Source: an optimization exercise on an open RTL-to-GDS flow (aim: small area, a short achievable clock period and few clock cycles per item). Production flows keep margins and buffers that such runs may drop.
Only simulation tests tie the RTL to the original design; equivalence was not proved.
Power is estimated from default activity; no workload was simulated.

== red ==
// trading_core
module trading_core(
    input clk,
    input rst,
    input order_valid,
    input [31:0] order_data,
    output order_ready,
    output trade_valid,
    output [7:0] trade_price,
    output [7:0] trade_qty,
    output [7:0] trade_buy_id,
    output [7:0] trade_sell_id,
    output appr_valid,
    output [7:0] appr_price,
    output [7:0] appr_qty,
    output [7:0] appr_buy_id,
    output [7:0] appr_sell_id
);
make LEC_CHECK=0 CAP_MARGIN=20 CORE_MARGIN=2 CORE_UTILIZATION=55 PLACE_DENSITY=0.65 SETUP_SLACK_MARGIN=5 SLEW_MARGIN=20 TNS_END_PERCENT=10 finish   # period 8.0 ns
run.sh (not shown) runs the stock make flow with config.mk's settings and CLKGATE_MAP_FILE= SYNTH_SCRIPT=/design/flow/synth_recipe.tcl, a recipe that flattens the netlist after the stock synthesis.
Testbench counts of red, summed over its fixed seeds: cycles 3,212, orders 3,200.
## Diff of input files: green against red
--- a/flow/design.v
+++ b/flow/design.v
@@ -172,16 +172,18 @@
 wire [N-1:0] set_b = o_side ? {N{1'b0}} : set_o;
 wire [N-1:0] set_a = o_side ? set_o : {N{1'b0}};
 wire [N-1:0] wr_b  = o_side ? {N{1'b0}} : ins_oh;
 wire [N-1:0] wr_a  = o_side ? ins_oh : {N{1'b0}};
 wire [N-1:0] dec_o = do_match ? (first & qlt) : {N{1'b0}};
 wire [N-1:0] wq_o  = set_o | dec_o;           
 wire         wq_side = do_insert ? o_side : ~o_side;
+reg book_rst;
+always @(posedge CLK) book_rst <= RESET;
 always @(posedge CLK) begin
-    if (RESET) begin
+    if (book_rst) begin
         bv    <= {N{1'b0}};
         av    <= {N{1'b0}};
         ins_p <= 4'd0;
     end else begin
         bv <= (bv & ~clr_b) | set_b;
         av <= (av & ~clr_a) | set_a;
         if (do_insert) ins_p <= ins_nx;
@@ -390,25 +392,27 @@
     wire [16:0] y = ~{1'b0, t_s};
     wire [16:0] z = ~{1'b0, t_c};
     wire [16:0] s3 = x ^ y ^ z;
     wire [16:0] c3 = (x & y) | (x & z) | (y & z);
     wire [17:0] ne = add17(s3, {c3[15:0], 1'b1}, 1'b1);
     wire [17:0] np = add17({10'd0, room_pos}, {9'h1ff, ~t_qty}, 1'b1);
     wire ok = t_v & np[17] & ~ne[16];
+    reg room_rst;
+    always @(posedge CLK) room_rst <= RESET;
     always @(posedge CLK) begin
-        if (RESET) begin
-            room_pos       <= MAX_POSITION;
-            room_exp       <= MAX_EXPOSURE;
-            TRADE_APPROVED <= 1'b0;
-        end else begin
-            TRADE_APPROVED <= ok;
-            if (ok) begin
-                room_pos <= np[6:0];
-                room_exp <= ne[12:0];
-            end
+        if (RESET) TRADE_APPROVED <= 1'b0;
+        else       TRADE_APPROVED <= ok;
+    end
+    always @(posedge CLK) begin
+        if (room_rst) begin
+            room_pos <= MAX_POSITION;
+            room_exp <= MAX_EXPOSURE;
+        end else if (ok) begin
+            room_pos <= np[6:0];
+            room_exp <= ne[12:0];
         end
     end
     always @(posedge CLK) begin
         APPR_PRICE   <= t_price;
         APPR_QTY     <= t_qty;
         APPR_BUY_ID  <= t_buy;
         APPR_SELL_ID <= t_sell;
Notes after the runs:
The flow did not stop early for green: all stages ran, and the layout cleared the timing, design-rule and antenna checks.
What green reported for power dissipated in combinational cells has to be multiplied by 0.62 to get the figure for red.
green: buffer count excluding the clock tree in the final layout higher than red
green: met3 demand-to-capacity share in global routing is 1.6 points higher than what red reported.
Compared with red, in green flip-flop and latch count level, clock net sink count now sits at about the same level.
Testbench counts of green, summed over its fixed seeds: cycles 3,212, orders 3,200.

--- another note on this design; it stands on its own ---

// trading_core
module trading_core(
    input clk,
    input rst,
    input order_valid,
    input [31:0] order_data,
    output order_ready,
    output trade_valid,
    output [7:0] trade_price,
    output [7:0] trade_qty,
    output [7:0] trade_buy_id,
    output [7:0] trade_sell_id,
    output appr_valid,
    output [7:0] appr_price,
    output [7:0] appr_qty,
    output [7:0] appr_buy_id,
    output [7:0] appr_sell_id
);
Size in the first run: ~4400 cells after synthesis, roughly 100 I/O pins, ~0.053 mm² of cells after synthesis.
Settings: LEC_CHECK=0, CAP_MARGIN=20, CORE_MARGIN=2, CORE_UTILIZATION=55, CTS_BUF_LIST=sky130_fd_sc_hd__clkbuf_8, CTS_CLUSTER_SIZE=24, PLACE_DENSITY=0.65, SETUP_SLACK_MARGIN=4.75, SLEW_MARGIN=20, TNS_END_PERCENT=10; clock period 8.0 ns.
run.sh (not shown) runs the stock make flow with config.mk's settings and CLKGATE_MAP_FILE= SYNTH_SCRIPT=/design/flow/synth_recipe.tcl, a recipe that flattens the netlist after the stock synthesis.
Testbench counts at the start, summed over its fixed seeds: cycles 3,212, orders 3,200.
Rerun with:
--- a/flow/config.mk
+++ b/flow/config.mk
@@ -13,3 +13,3 @@
 export PLACE_DENSITY = 0.65
-export SETUP_SLACK_MARGIN = 4.75
+export SETUP_SLACK_MARGIN = 5
 export SLEW_MARGIN = 20
The new run finished with timing, DRC and antenna clean.
Flip-flop and latch count stays the same.
Clock skew shrinks by 19 ps.
Utilization came out higher by 0.38 points.
Routed wire length is about the same.
Via count rose by 0.44%.
Global-route usage rose by 0.16 points.
Cell count increases by 0.79%.
Sequential share of layout area drops by 0.25 points.
Hold slack got worse by 20 ps.
Area after synthesis does not change.
Synthesized cell count stays the same.
Rerun with:
--- a/flow/config.mk
+++ b/flow/config.mk
@@ -10,6 +10,4 @@
 export CORE_UTILIZATION = 55
-export CTS_BUF_LIST = sky130_fd_sc_hd__clkbuf_8
-export CTS_CLUSTER_SIZE = 24
 export PLACE_DENSITY = 0.65
-export SETUP_SLACK_MARGIN = 5
+export SETUP_SLACK_MARGIN = 4.75
 export SLEW_MARGIN = 20
Effect:
- die area is unchanged
- maximum frequency is lower by a few percent
- first-iteration DRC count falls slightly
- cell count falls by a few percent
- design area stays flat
- wire length stays flat
- count of clock-buffer cells in the layout fell by 63

separate check: timing with driven ports:
No port has a modelled driver above. Below, the same layouts with a new extraction and two added sets of constraints. Step 1 assumes that a clkbuf_16 drives the clock port and a buf_2 every other input. Step 2 adds t to the input delays and takes it off the output delays; t is the mean of the earliest and latest rising clock arrival at the registers after step 1. Input paths then give back, and output paths get back, about the clock's delay inside the block. a / b / c = no drivers / after step 1 / after step 2; a / b = the first two.
run	shift t [ns]	setup WS [ns]	worst data-port slew with drivers (ns)
red	0.801	4.554 / 4.554 / 4.024	0.05
green	0.778	4.636 / 4.636 / 4.636	0.05
the first run of note 2	0.966	4.432 / 4.357 / 4.464	0.05
the second run of note 2	0.954	4.544 / 4.544 / 4.544	0.05
the third run of note 2	0.818	4.379 / 4.298 / 4.439	0.05
After both steps every run listed still meets setup and hold. The setup slack of red, which loses most, moves by 0.000 ns with the drivers and by -0.530 ns with both steps.
